From an optimization exercise on the open Yosys and OpenROAD flow, aimed at small area and a short achievable clock period; shortcuts taken in it are not production practice.
At most, simulation tests tie the RTL to the original design; equivalence was not proved.
Power and IR drop assume default switching activity.

==> module p, before the edit <==
module p #(parameter DATA_WIDTH = 16, OUT_WIDTH = 32)
(
    input [DATA_WIDTH-1:0] a,
    input [DATA_WIDTH-1:0] b,
    output [OUT_WIDTH-1:0] c,
    output reg done,
    input clk,
    input rst
);
    localparam K = DATA_WIDTH;
    reg [K-1:0] areg;    
    reg [K-1:0] hi;      
    reg [K-1:0] lo;      
    reg one, two, neg;   
    reg [2:0] cnt;
    assign c = {hi, lo};
    wire one_n = rst ? b[0] : lo[1] ^ lo[2];
    wire two_n = rst ? b[1] & ~b[0] :
                 (lo[3] & ~lo[2] & ~lo[1]) | (~lo[3] & lo[2] & lo[1]);
    wire neg_n = rst ? b[1] : lo[3];
    wire [K:0] m = one ? {areg[K-1], areg} : two ? {areg, 1'b0} : {(K+1){1'b0}};
    wire [K:0] pp = m ^ {(K+1){neg}};
    wire [K+1:0] sum;
    pfx_add #(.W(K+2)) stepadd (.x({{2{hi[K-1]}}, hi}), .y({pp[K], pp}), .ci(neg), .s(sum));
    always @(posedge clk) begin
        areg <= a;
        one <= one_n;
        two <= two_n;
        neg <= neg_n;
        if (rst) begin
            hi <= 0;
            lo <= b;
            cnt <= 3'd0;
            done <= 1'b0;
        end else if (!done) begin
            hi <= sum[K+1:2];
            lo <= {sum[1:0], lo[K-1:2]};
            cnt <= cnt + 3'd1;
            done <= (cnt == 3'd7);
        end
    end
endmodule
==> module mac, before the edit <==
module mac #(
    parameter DATA_WIDTH = 16,
              OUT_WIDTH = 32
)(
    input clk,
    input rst,
    input clr,
    input [DATA_WIDTH - 1: 0] a,
    input [DATA_WIDTH - 1: 0] b,
    output reg [OUT_WIDTH-1: 0] out
);
    wire ready;
    wire [OUT_WIDTH-1:0] pro;
    wire [OUT_WIDTH-1:0] acc;
    p #(.DATA_WIDTH(DATA_WIDTH), .OUT_WIDTH(OUT_WIDTH)) product (
        .a(a), .b(b), .c(pro), .done(ready), .clk(clk), .rst(rst)
    );
    pfx_add #(.W(OUT_WIDTH)) accadd (.x(out), .y(pro), .ci(1'b0), .s(acc));
    always @(posedge clk) begin
        if (clr)
            out <= 0;
        else if (ready && !rst)
            out <= acc;
    end
endmodule
Settings: LEC_CHECK=0, ABC_AREA=1, CAP_MARGIN=20, CORE_MARGIN=2, CORE_UTILIZATION=40, SLEW_MARGIN=20; clock period 12.0 ns.
standard.sh (not shown) runs the stock make flow with config.mk's settings and CLKGATE_MAP_FILE= SYNTH_SCRIPT=/design/flow/synth_recipe.tcl, a recipe that flattens the netlist after the stock synthesis.
==> flow/flow/run.sh <==
#!/bin/bash
# Standard ORFS layout (the standard.sh), with port buffers of a plain buffer
# cell and setup repair aiming further below the clock period. Make's full output
# goes to flow_make.log; ORFS keeps each tool's log under orfs/logs.
set -euo pipefail
bash standard.sh \
  "BUFFER_PORTS_ARGS=-buffer_cell sky130_fd_sc_hd__buf_1" \
  SETUP_SLACK_MARGIN=8.6 "CTS_ARGS=-sink_clustering_enable -repair_clock_nets -dont_use_dummy_load -sink_clustering_size 40 -buf_list {sky130_fd_sc_hd__clkbuf_4 sky130_fd_sc_hd__clkbuf_8}" \
  finish > flow_make.log 2>&1
Then changed:
--- a/flow/design.v
+++ b/flow/design.v
@@ -1,29 +1,34 @@
 module p #(parameter DATA_WIDTH = 16, OUT_WIDTH = 32)
 (
     input [DATA_WIDTH-1:0] a,
     input [DATA_WIDTH-1:0] b,
-    output [OUT_WIDTH-1:0] c,
+    input [OUT_WIDTH-1:0] acc,
+    output [OUT_WIDTH-1:0] sum,
     output reg done,
     input clk,
     input rst
 );
     localparam K = DATA_WIDTH;
     reg [K-1:0] areg;    
     reg [K-1:0] hi;      
     reg [K-1:0] lo;      
     reg one, two, neg;   
     reg [2:0] cnt;
-    assign c = {hi, lo};
-    wire one_n = rst ? b[0] : lo[1] ^ lo[2];
+    wire [OUT_WIDTH-1:0] c = {hi, lo};
+    wire last = done | (cnt == 3'd7);
+    wire one_n = rst ? b[0] : ~last & (lo[1] ^ lo[2]);
     wire two_n = rst ? b[1] & ~b[0] :
-                 (lo[3] & ~lo[2] & ~lo[1]) | (~lo[3] & lo[2] & lo[1]);
-    wire neg_n = rst ? b[1] : lo[3];
-    wire [K:0] m = one ? {areg[K-1], areg} : two ? {areg, 1'b0} : {(K+1){1'b0}};
-    wire [K:0] pp = m ^ {(K+1){neg}};
-    wire [K+1:0] sum;
-    pfx_add #(.W(K+2)) stepadd (.x({{2{hi[K-1]}}, hi}), .y({pp[K], pp}), .ci(neg), .s(sum));
+                 ~last & ((lo[3] & ~lo[2] & ~lo[1]) | (~lo[3] & lo[2] & lo[1]));
+    wire neg_n = rst ? b[1] : ~last & lo[3];
+    wire [K+1:0] m = one ? {areg[K-1], areg[K-1], areg} :
+                     two ? {areg[K-1], areg, 1'b0} : {(K+2){1'b0}};
+    wire [K+1:0] ylo = (m | (c[K+1:0] & {(K+2){done}})) ^ {(K+2){neg}};
+    wire [K+1:0] xlo = done ? acc[K+1:0] : {{2{hi[K-1]}}, hi};
+    wire [OUT_WIDTH-1:0] x = {acc[OUT_WIDTH-1:K+2], xlo};
+    wire [OUT_WIDTH-1:0] y = {c[OUT_WIDTH-1:K+2], ylo};
+    pfx_add #(.W(OUT_WIDTH)) adder (.x(x), .y(y), .ci(neg), .s(sum));
     always @(posedge clk) begin
         areg <= a;
         one <= one_n;
         two <= two_n;
         neg <= neg_n;
@@ -51,21 +56,19 @@
     input [DATA_WIDTH - 1: 0] a,
     input [DATA_WIDTH - 1: 0] b,
     output reg [OUT_WIDTH-1: 0] out
 );
     wire ready;
-    wire [OUT_WIDTH-1:0] pro;
-    wire [OUT_WIDTH-1:0] acc;
+    wire [OUT_WIDTH-1:0] sum;
     p #(.DATA_WIDTH(DATA_WIDTH), .OUT_WIDTH(OUT_WIDTH)) product (
-        .a(a), .b(b), .c(pro), .done(ready), .clk(clk), .rst(rst)
+        .a(a), .b(b), .acc(out), .sum(sum), .done(ready), .clk(clk), .rst(rst)
     );
-    pfx_add #(.W(OUT_WIDTH)) accadd (.x(out), .y(pro), .ci(1'b0), .s(acc));
     always @(posedge clk) begin
         if (clr)
             out <= 0;
         else if (ready && !rst)
-            out <= acc;
+            out <= sum;
     end
 endmodule
 module pfx_add #(parameter W = 32, KIND = 1) (
     input [W-1:0] x,
     input [W-1:0] y,
Outcome: The changed run ran to the end with no violations. Non-clock buffer count went up by 16. Worst hold slack gets better by 0.011 ns. Synthesized area went down by a few percent. Via count went up slightly. Clock skew climbs by 0.0069 ns. Utilization climbs by 2.9 points. Flip-flop and latch count stays the same. Final area fell by a few percent. Power came out higher by roughly a tenth. Critical path depth does not change. Setup slack gains 0.024 ns. Wire length came out higher by a few percent. Combinational power is higher by a quarter to a third.

* * *

Setup of violet:
mac, a different RTL version from the one above (not shown whole).
Size in the first run: ~85 flip-flops, about 67 I/O pins, ~0.0058 mm2 of cells after synthesis.
==> module p, before the edit <==
module p #(parameter DATA_WIDTH = 16, OUT_WIDTH = 32)
(
    input [DATA_WIDTH-1:0] a,
    input [DATA_WIDTH-1:0] b,
    output [OUT_WIDTH-1:0] c,
    output reg done,
    input clk,
    input rst
);
    localparam K = DATA_WIDTH;
    reg [K-1:0] areg;    
    reg [K-1:0] hi;      
    reg [K-1:0] lo;      
    reg bprev;           
    reg [2:0] cnt;
    assign c = {hi, lo};
    wire one = lo[0] ^ bprev;
    wire two = (lo[1] & ~lo[0] & ~bprev) | (~lo[1] & lo[0] & bprev);
    wire neg = lo[1];
    wire [K+1:0] m = one ? {{2{areg[K-1]}}, areg} :
                     two ? {areg[K-1], areg, 1'b0} : {(K+2){1'b0}};
    wire [K+1:0] sum = {{2{hi[K-1]}}, hi} + (m ^ {(K+2){neg}}) + neg;
    always @(posedge clk) begin
        areg <= a;
        if (rst) begin
            hi <= 0;
            lo <= b;
            bprev <= 1'b0;
            cnt <= 3'd0;
            done <= 1'b0;
        end else if (!done) begin
            hi <= sum[K+1:2];
            lo <= {sum[1:0], lo[K-1:2]};
            bprev <= lo[1];
            cnt <= cnt + 3'd1;
            done <= (cnt == 3'd7);
        end
    end
endmodule
==> flow/config.mk <==
export PLATFORM = sky130hd
export DESIGN_NAME = mac
export DESIGN_NICKNAME = mac
export VERILOG_FILES = /design/flow/design.v
export SDC_FILE = /design/flow/constraint.sdc
export NUM_CORES = 4
export LEC_CHECK = 0
export CAP_MARGIN = 20
export CORE_MARGIN = 2
export CORE_UTILIZATION = 40
export SLEW_MARGIN = 20
==> flow/constraint.sdc <==
create_clock -name core_clock -period 12.0 [get_ports {clk}]
set_input_delay 2.4000 -clock core_clock [delete_from_list [all_inputs] [get_ports {clk}]]
set_output_delay 2.4000 -clock core_clock [all_outputs]
set_load 0.01 [all_outputs]
run.sh (not shown) runs the stock make flow with config.mk's settings and CLKGATE_MAP_FILE= SYNTH_SCRIPT=/design/flow/synth_recipe.tcl, a recipe that flattens the netlist after the stock synthesis.
Stock flow here: none of the scripts above is used.
Input-level comparison between onyx and violet:
==> flow/design.v, changed modules only <==
module p #(parameter DATA_WIDTH = 16, OUT_WIDTH = 32)
(
    input [DATA_WIDTH-1:0] a,
    input [DATA_WIDTH-1:0] b,
    output [OUT_WIDTH-1:0] c,
    output reg done,
    input clk,
    input rst
);
    localparam K = DATA_WIDTH;
    reg [K-1:0] hi;      
    reg [K-1:0] lo;      
    reg [K:0] pp;        
    reg pneg;            
    reg [2:0] cnt;
    assign c = {hi, lo};
    wire [2:0] bits = rst ? {b[1:0], 1'b0} : lo[3:1];
    wire one = bits[0] ^ bits[1];
    wire two = (bits[2] & ~bits[1] & ~bits[0]) | (~bits[2] & bits[1] & bits[0]);
    wire neg = bits[2];
    wire [K:0] m = one ? {a[K-1], a} : two ? {a, 1'b0} : {(K+1){1'b0}};
    wire [K+1:0] sum = {{2{hi[K-1]}}, hi} + {pp[K], pp} + pneg;
    always @(posedge clk) begin
        pp <= m ^ {(K+1){neg}};
        pneg <= neg;
        if (rst) begin
            hi <= 0;
            lo <= b;
            cnt <= 3'd0;
            done <= 1'b0;
        end else if (!done) begin
            hi <= sum[K+1:2];
            lo <= {sum[1:0], lo[K-1:2]};
            cnt <= cnt + 3'd1;
            done <= (cnt == 3'd7);
        end
    end
endmodule
[summary]
- Going from violet to onyx, proportion of power drawn by combinational gates shrank by 0.6 points; met1 usage in global routing shrank by 0.83 points.
- Re critical path depth: violet and onyx aren't equal, and the higher value belongs to onyx.
- onyx vs. violet: core utilization went up by 1.3 points.
- Most common cell after layout, fill and taps aside = sky130_fd_sc_hd__nand2_1: onyx; most common cell after layout, fill and taps aside = sky130_fd_sc_hd__a21oi_1: violet
- | fraction of area in multi-input gates | violet vs onyx | ≈ equal |
- Sort violet and onyx by post-layout total power, ascending, and onyx comes first.
- Comparing violet and onyx, the higher met3 routed wirelength is on onyx.
- Taking violet as the reference, in onyx fmax up 0.78%; die boundary height now smaller.
- met3 usage in global routing ends up higher on onyx.
Function was not checked in any run of this note: the RTL went through the layout flow alone.

* * *

before:
The RTL this note starts from:
==> flow/design.v <==
module p #(parameter DATA_WIDTH = 16, OUT_WIDTH = 32)
(
    input [DATA_WIDTH-1:0] a,
    input [DATA_WIDTH-1:0] b,
    input [OUT_WIDTH-1:0] acc,
    output [OUT_WIDTH-1:0] sum,
    output reg done,
    input clk,
    input rst
);
    localparam K = DATA_WIDTH;
    reg [K-1:0] areg;    
    reg [K-1:0] hi;      
    reg [K-1:0] lo;      
    reg one, two, neg;   
    reg [2:0] cnt;
    wire [OUT_WIDTH-1:0] c = {hi, lo};
    wire last = done | (cnt == 3'd7);
    wire one_n = rst ? b[0] : ~last & (lo[1] ^ lo[2]);
    wire two_n = rst ? b[1] & ~b[0] :
                 ~last & ((lo[3] & ~lo[2] & ~lo[1]) | (~lo[3] & lo[2] & lo[1]));
    wire neg_n = rst ? b[1] : ~last & lo[3] & ~(lo[2] & lo[1]);
    wire [K-1:0] an = areg ^ {K{neg}};
    wire [K+1:0] m = one ? {an[K-1], an[K-1], an} :
                     two ? {an[K-1], an, neg} : {(K+2){1'b0}};
    wire [K+1:0] ylo = m | (c[K+1:0] & {(K+2){done}});
    wire [K+1:0] xlo = done ? acc[K+1:0] : {{2{hi[K-1]}}, hi};
    wire [OUT_WIDTH-1:0] x = {acc[OUT_WIDTH-1:K+2], xlo};
    wire [OUT_WIDTH-1:0] y = {c[OUT_WIDTH-1:K+2], ylo};
    pfx_add #(.W(OUT_WIDTH)) adder (.x(x), .y(y), .ci(neg), .s(sum));
    always @(posedge clk) begin
        areg <= a;
        one <= one_n;
        two <= two_n;
        neg <= neg_n;
        if (rst) begin
            hi <= 0;
            lo <= b;
            cnt <= 3'd0;
            done <= 1'b0;
        end else if (!done) begin
            hi <= sum[K+1:2];
            lo <= {sum[1:0], lo[K-1:2]};
            cnt <= cnt + 3'd1;
            done <= (cnt == 3'd7);
        end
    end
endmodule
`timescale 1ns / 1ps
module mac #(
    parameter DATA_WIDTH = 16,
              OUT_WIDTH = 32
)(
    input clk,
    input rst,
    input clr,
    input [DATA_WIDTH - 1: 0] a,
    input [DATA_WIDTH - 1: 0] b,
    output reg [OUT_WIDTH-1: 0] out
);
    wire ready;
    wire [OUT_WIDTH-1:0] sum;
    p #(.DATA_WIDTH(DATA_WIDTH), .OUT_WIDTH(OUT_WIDTH)) product (
        .a(a), .b(b), .acc(out), .sum(sum), .done(ready), .clk(clk), .rst(rst)
    );
    always @(posedge clk) begin
        if (clr)
            out <= 0;
        else if (ready && !rst)
            out <= sum;
    end
endmodule
module pfx_add #(parameter W = 32, KIND = 1) (
    input [W-1:0] x,
    input [W-1:0] y,
    input ci,
    output [W-1:0] s
);
    localparam L = (W <= 2) ? 1 : (W <= 4) ? 2 : (W <= 8) ? 3 : (W <= 16) ? 4 : (W <= 32) ? 5 : 6;
    wire [W-1:0] p0 = x ^ y;
    wire [W-1:0] g0 = {x[W-1:1] & y[W-1:1], (x[0] & y[0]) | (p0[0] & ci)};
    reg [W-1:0] g, pg;
    integer l, i, j;
    always @* begin
        g = g0;
        pg = p0;
        if (KIND == 0) begin
            for (l = 0; l < L; l = l + 1)
                for (i = 0; i < W; i = i + 1)
                    if ((i >> l) & 1) begin
                        j = ((i >> l) << l) - 1;
                        g[i] = g[i] | (pg[i] & g[j]);
                        pg[i] = pg[i] & pg[j];
                    end
        end else begin
            for (l = 0; l < L; l = l + 1)
                for (i = 0; i < W; i = i + 1)
                    if (((i + 1) % (2 << l)) == 0) begin
                        g[i] = g[i] | (pg[i] & g[i - (1 << l)]);
                        pg[i] = pg[i] & pg[i - (1 << l)];
                    end
            for (l = L - 2; l >= 0; l = l - 1)
                for (i = 0; i < W; i = i + 1)
                    if (((i + 1) % (2 << l)) == (1 << l) && i >= (2 << l)) begin
                        g[i] = g[i] | (pg[i] & g[i - (1 << l)]);
                        pg[i] = pg[i] & pg[i - (1 << l)];
                    end
        end
    end
    assign s = p0 ^ {g[W-2:0], ci};
endmodule
export LEC_CHECK = 0
export ABC_AREA = 1
export CAP_MARGIN = 20
export CORE_MARGIN = 2
export CORE_UTILIZATION = 40
export SLEW_MARGIN = 20
create_clock -name core_clock -period 12.0 [get_ports {clk}]
standard.sh (not shown) runs the stock make flow with config.mk's settings and CLKGATE_MAP_FILE= SYNTH_SCRIPT=/design/flow/synth_recipe.tcl, a recipe that flattens the netlist after the stock synthesis.
==> flow/flow/run.sh <==
#!/bin/bash
# Standard ORFS layout (the standard.sh), with port buffers of a plain buffer
# cell and setup repair aiming further below the clock period. Make's full output
# goes to flow_make.log; ORFS keeps each tool's log under orfs/logs.
set -euo pipefail
bash standard.sh \
  "BUFFER_PORTS_ARGS=-buffer_cell sky130_fd_sc_hd__buf_1" \
  SETUP_SLACK_MARGIN=8.5 "CTS_ARGS=-sink_clustering_enable -repair_clock_nets -dont_use_dummy_load -sink_clustering_size 40 -buf_list {sky130_fd_sc_hd__clkbuf_4 sky130_fd_sc_hd__clkbuf_8}" \
  finish > flow_make.log 2>&1
before: full flow OK, the timing, DRC and antenna checks passed
The following lists how after was set up differently from before:
--- a/flow/design.v
+++ b/flow/design.v
@@ -17,15 +17,14 @@
     wire [OUT_WIDTH-1:0] c = {hi, lo};
     wire last = done | (cnt == 3'd7);
     wire one_n = rst ? b[0] : ~last & (lo[1] ^ lo[2]);
     wire two_n = rst ? b[1] & ~b[0] :
                  ~last & ((lo[3] & ~lo[2] & ~lo[1]) | (~lo[3] & lo[2] & lo[1]));
-    wire neg_n = rst ? b[1] : ~last & lo[3] & ~(lo[2] & lo[1]);
-    wire [K-1:0] an = areg ^ {K{neg}};
-    wire [K+1:0] m = one ? {an[K-1], an[K-1], an} :
-                     two ? {an[K-1], an, neg} : {(K+2){1'b0}};
-    wire [K+1:0] ylo = m | (c[K+1:0] & {(K+2){done}});
+    wire neg_n = rst ? b[1] : ~last & lo[3];
+    wire [K+1:0] m = one ? {areg[K-1], areg[K-1], areg} :
+                     two ? {areg[K-1], areg, 1'b0} : {(K+2){1'b0}};
+    wire [K+1:0] ylo = (m | (c[K+1:0] & {(K+2){done}})) ^ {(K+2){neg}};
     wire [K+1:0] xlo = done ? acc[K+1:0] : {{2{hi[K-1]}}, hi};
     wire [OUT_WIDTH-1:0] x = {acc[OUT_WIDTH-1:K+2], xlo};
     wire [OUT_WIDTH-1:0] y = {c[OUT_WIDTH-1:K+2], ylo};
     pfx_add #(.W(OUT_WIDTH)) adder (.x(x), .y(y), .ci(neg), .s(sum));
     always @(posedge clk) begin
==> comparison <==
For after, the combinational family with the most area after synthesis was compound AO/OA/AOI/OAI gates, unlike before, where it was simple AND/OR/NAND/NOR gates.
~same worst hold slack in after and before
Detailed route, after vs before: via total higher for after
Compared with before, after shows global-route track usage on met3 higher by 0.34 points.
The clock tree cell share of total cell area was comparable across after and before.
When after is set beside before, its wire length of the first global-routing pass turns out to be 550 um smaller.
Area fraction in and, or, nand and nor cells after synthesis, after and before, higher one = before.
Compared with before, after shows a lower relative contribution of the clock network to total power.
Die: after bigger than before
The design area of after was inferior to that of before.
End point of the critical path: out[17]$_SDFFE_PP0P_ -> after, out[26] -> before
after ended with every stage complete and zero timing, DRC or antenna violations.
Sequential share of layout area: after vs before down 0.39 points

## afterwards: timing with drivers on the ports
Ports are ideal in the flow. The routed layouts listed here were re-timed in OpenROAD. Step 1, drivers: a clkbuf_16 drives clk and a buf_2 each remaining input, both assumed. Step 2 also shifts input and output timing later by t, the mid clock arrival at the registers, as if the neighbouring blocks saw the same clock. Slacks: ideal / step 1 / step 2; pairs: ideal / step 1.
run | shift t [ns] | slack for setup (ns) | latest minus earliest clock arrival (ns)
the first run of note 1 | 0.383 | 8.656 / 8.623 / 8.358 | 0.024 / 0.024
the second run of note 1 | 0.383 | 8.680 / 8.648 / 8.337 | 0.027 / 0.027
violet | 0.390 | 7.631 / 7.643 / 7.253 | 0.007 / 0.007
onyx | 0.387 | 7.665 / 7.687 / 7.300 | 0.008 / 0.008
before | 0.388 | 8.642 / 8.611 / 8.280 | 0.014 / 0.014
after | 0.380 | 8.627 / 8.637 / 8.258 | 0.026 / 0.026
After both steps setup and hold are still met in every run listed. For violet, which loses most, drivers alone change the setup slack by +0.012 ns; drivers and shift together by -0.378 ns.
